Source: an optimization exercise on an open RTL-to-GDS flow (aim: small area and a short achievable clock period). Production flows keep margins and buffers that such runs may drop.
Where RTL was checked, it was by simulation tests only, not by an equivalence proof against the original.

==> flow/design.v (excerpt) <==
module sigmoid9slices (
    input wire clk,
    input wire rst_n,
    input wire signed [15:0] x0_in,
    input wire signed [15:0] x1_in,
    input wire valid_in,
    output reg signed [15:0] y0_out,
    output reg signed [15:0] y1_out,
    output reg valid_out
);
Settings: LEC_CHECK=0, CAP_MARGIN=20, CORE_MARGIN=2, CORE_UTILIZATION=70, SETUP_SLACK_MARGIN=5, SLEW_MARGIN=20; clock period 8.0 ns.
run.sh (not shown) runs the stock make flow with config.mk's settings and CLKGATE_MAP_FILE= SYNTH_SCRIPT=/design/flow/synth_recipe.tcl, a recipe that flattens the netlist after the stock synthesis.
Then changed:
--- a/flow/design.v
+++ b/flow/design.v
@@ -5,43 +5,40 @@
     input wire signed [15:0] x0_in,
     input wire signed [15:0] x1_in,
     input wire valid_in,
     output reg signed [15:0] y0_out,
     output reg signed [15:0] y1_out,
     output reg valid_out
 );
     reg v1, v2;
     always @(posedge clk or negedge rst_n)
         if (!rst_n) begin v1 <= 1'b0; v2 <= 1'b0; valid_out <= 1'b0; end
         else begin v1 <= valid_in; v2 <= v1; valid_out <= v2; end
-    function [5:0] dec(input [15:0] x);
+    function [4:0] dec(input [15:0] x);
         reg [14:0] u;
         reg g1, g2, g3, g4, g5;
         begin
-            g1 = x[15] ? (x[14:0] <= 15'd31402) : (x[14:0] >= 15'd1365);
-            g2 = x[15] ? (x[14:0] <= 15'd28671) : (x[14:0] >= 15'd4096);
-            g3 = x[15] ? (x[14:0] <= 15'd25940) : (x[14:0] >= 15'd6827);
-            g4 = x[15] ? (x[14:0] <= 15'd23210) : (x[14:0] >= 15'd9557);
-            g5 = x[15] ? (x[14:0] <= 15'd20479) : (x[14:0] >= 15'd12288);
-            dec = {g5, ~g1, g1 & ~g2, g2 & ~g3, g3 & ~g4, g4 & ~g5};
+            u = x[14:0] ^ {15{x[15]}};
+            g1 = u >= 1365; g2 = u >= 4096; g3 = u >= 6827; g4 = u >= 9557; g5 = u >= 12288;
+            dec = {~g1, g1 & ~g2, g2 & ~g3, g3 & ~g4, g4 & ~g5};
         end
     endfunction
     reg [12:0] a0, a1;   
-    reg [5:0] c0, c1;
+    reg [4:0] c0, c1;
     always @(posedge clk) begin
         a0 <= {x0_in[15], x0_in[11:0]}; a1 <= {x1_in[15], x1_in[11:0]};
         c0 <= dec(x0_in); c1 <= dec(x1_in);
     end
     wire [10:0] xr0 = a0[10:0];
     wire [10:0] xn0 = ~a0[10:0];
-    wire sat0 = c0[5];
+    wire sat0 = ~|c0[4:0];
     wire r0_0_0 = (c0[0] & xr0[0]) | (c0[1] & xn0[0]);
     wire r0_0_1 = c0[1];
     wire r0_1_0 = (c0[0] & xr0[0]) | (c0[1] & xn0[1]) | (c0[2] & xr0[0]) | (c0[3] & xr0[0]) | (c0[4] & xn0[0]);
     wire r0_1_1 = (c0[0] & xr0[1]) | c0[4];
     wire r0_2_0 = (c0[0] & xr0[1]) | (c0[1] & xn0[2]) | (c0[2] & xr0[1]) | (c0[3] & xr0[1]) | (c0[4] & xn0[1]);
     wire r0_2_1 = (c0[0] & xr0[2]);
     wire r0_3_0 = (c0[0] & xr0[0]) | (c0[1] & xr0[0]) | (c0[2] & xr0[2]) | (c0[3] & xr0[2]) | (c0[4] & xn0[2]);
     wire r0_3_1 = (c0[0] & xr0[2]) | (c0[1] & xn0[3]);
     wire r0_3_2 = (c0[0] & xr0[3]);
     wire r0_4_0 = (c0[0] & xr0[1]) | (c0[1] & xr0[1]) | (c0[2] & xr0[3]) | (c0[3] & xr0[0]) | (c0[4] & xn0[0]);
     wire r0_4_1 = (c0[0] & xr0[3]) | (c0[1] & xn0[4]) | (c0[3] & xr0[3]) | c0[4];
@@ -235,23 +232,23 @@
     assign ys0[3] = ys0_p3 ^ ys0_G47;
     assign ys0[4] = ys0_p4 ^ ys0_G42;
     assign ys0[5] = ys0_p5 ^ ys0_G48;
     assign ys0[6] = ys0_p6 ^ ys0_G45;
     assign ys0[7] = ys0_p7 ^ ys0_G49;
     assign ys0[8] = ys0_p8 ^ ys0_G44;
     assign ys0[9] = ys0_p9 ^ ys0_G50;
     assign ys0[10] = ys0_p10 ^ ys0_G46;
     always @(posedge clk) y0_out <= {5'b0, ys0};
     wire [10:0] xr1 = a1[10:0];
     wire [10:0] xn1 = ~a1[10:0];
-    wire sat1 = c1[5];
+    wire sat1 = ~|c1[4:0];
     wire r1_0_0 = (c1[0] & xr1[0]) | (c1[1] & xn1[0]);
     wire r1_0_1 = c1[1];
     wire r1_1_0 = (c1[0] & xr1[0]) | (c1[1] & xn1[1]) | (c1[2] & xr1[0]) | (c1[3] & xr1[0]) | (c1[4] & xn1[0]);
     wire r1_1_1 = (c1[0] & xr1[1]) | c1[4];
     wire r1_2_0 = (c1[0] & xr1[1]) | (c1[1] & xn1[2]) | (c1[2] & xr1[1]) | (c1[3] & xr1[1]) | (c1[4] & xn1[1]);
     wire r1_2_1 = (c1[0] & xr1[2]);
     wire r1_3_0 = (c1[0] & xr1[0]) | (c1[1] & xr1[0]) | (c1[2] & xr1[2]) | (c1[3] & xr1[2]) | (c1[4] & xn1[2]);
     wire r1_3_1 = (c1[0] & xr1[2]) | (c1[1] & xn1[3]);
     wire r1_3_2 = (c1[0] & xr1[3]);
     wire r1_4_0 = (c1[0] & xr1[1]) | (c1[1] & xr1[1]) | (c1[2] & xr1[3]) | (c1[3] & xr1[0]) | (c1[4] & xn1[0]);
     wire r1_4_1 = (c1[0] & xr1[3]) | (c1[1] & xn1[4]) | (c1[3] & xr1[3]) | c1[4];
Effect: Synthesized cell count goes up by a few percent. Synthesized area goes up by a few percent. Non-clock buffer count goes up by 11. Via count goes up by a few percent. Cell area goes up by a few percent. Global-route usage goes up by 1.4 points. Worst setup slack gets worse by 0.0069 ns.
Function not checked in the first run of this note: the RTL went through the layout flow alone.

[static timing again, ports no longer ideal]
How much do the figures lean on ideal ports? The routed layouts below were timed once more, with nothing changed but the port constraints. Step 1 assumes that a clkbuf_16 drives the clock port and a buf_2 every other input. Step 2 times the ports against the registers' clock, not the clock port: input delays grow and output delays shrink by t, the midpoint of the rising clock arrivals with the driver on. a / b / c = no drivers / after step 1 / after step 2; a / b = the first two.
| run | t (ns) | setup slack, ns | worst setup path at the end | latest minus earliest clock arrival (ns) | pins driven straight from the clock port |
|---|---|---|---|---|---|
| the first run | 0.422 | 4.988 / 4.993 / 4.571 | input to register | 0.018 / 0.018 | 1 |
| the second run | 0.412 | 4.981 / 4.981 / 4.672 | input to register | 0.018 / 0.019 | 1 |
After both steps setup and hold are still met in every run listed. The setup slack of the first run, which loses most, moves by +0.005 ns with the drivers and by -0.417 ns with both steps.
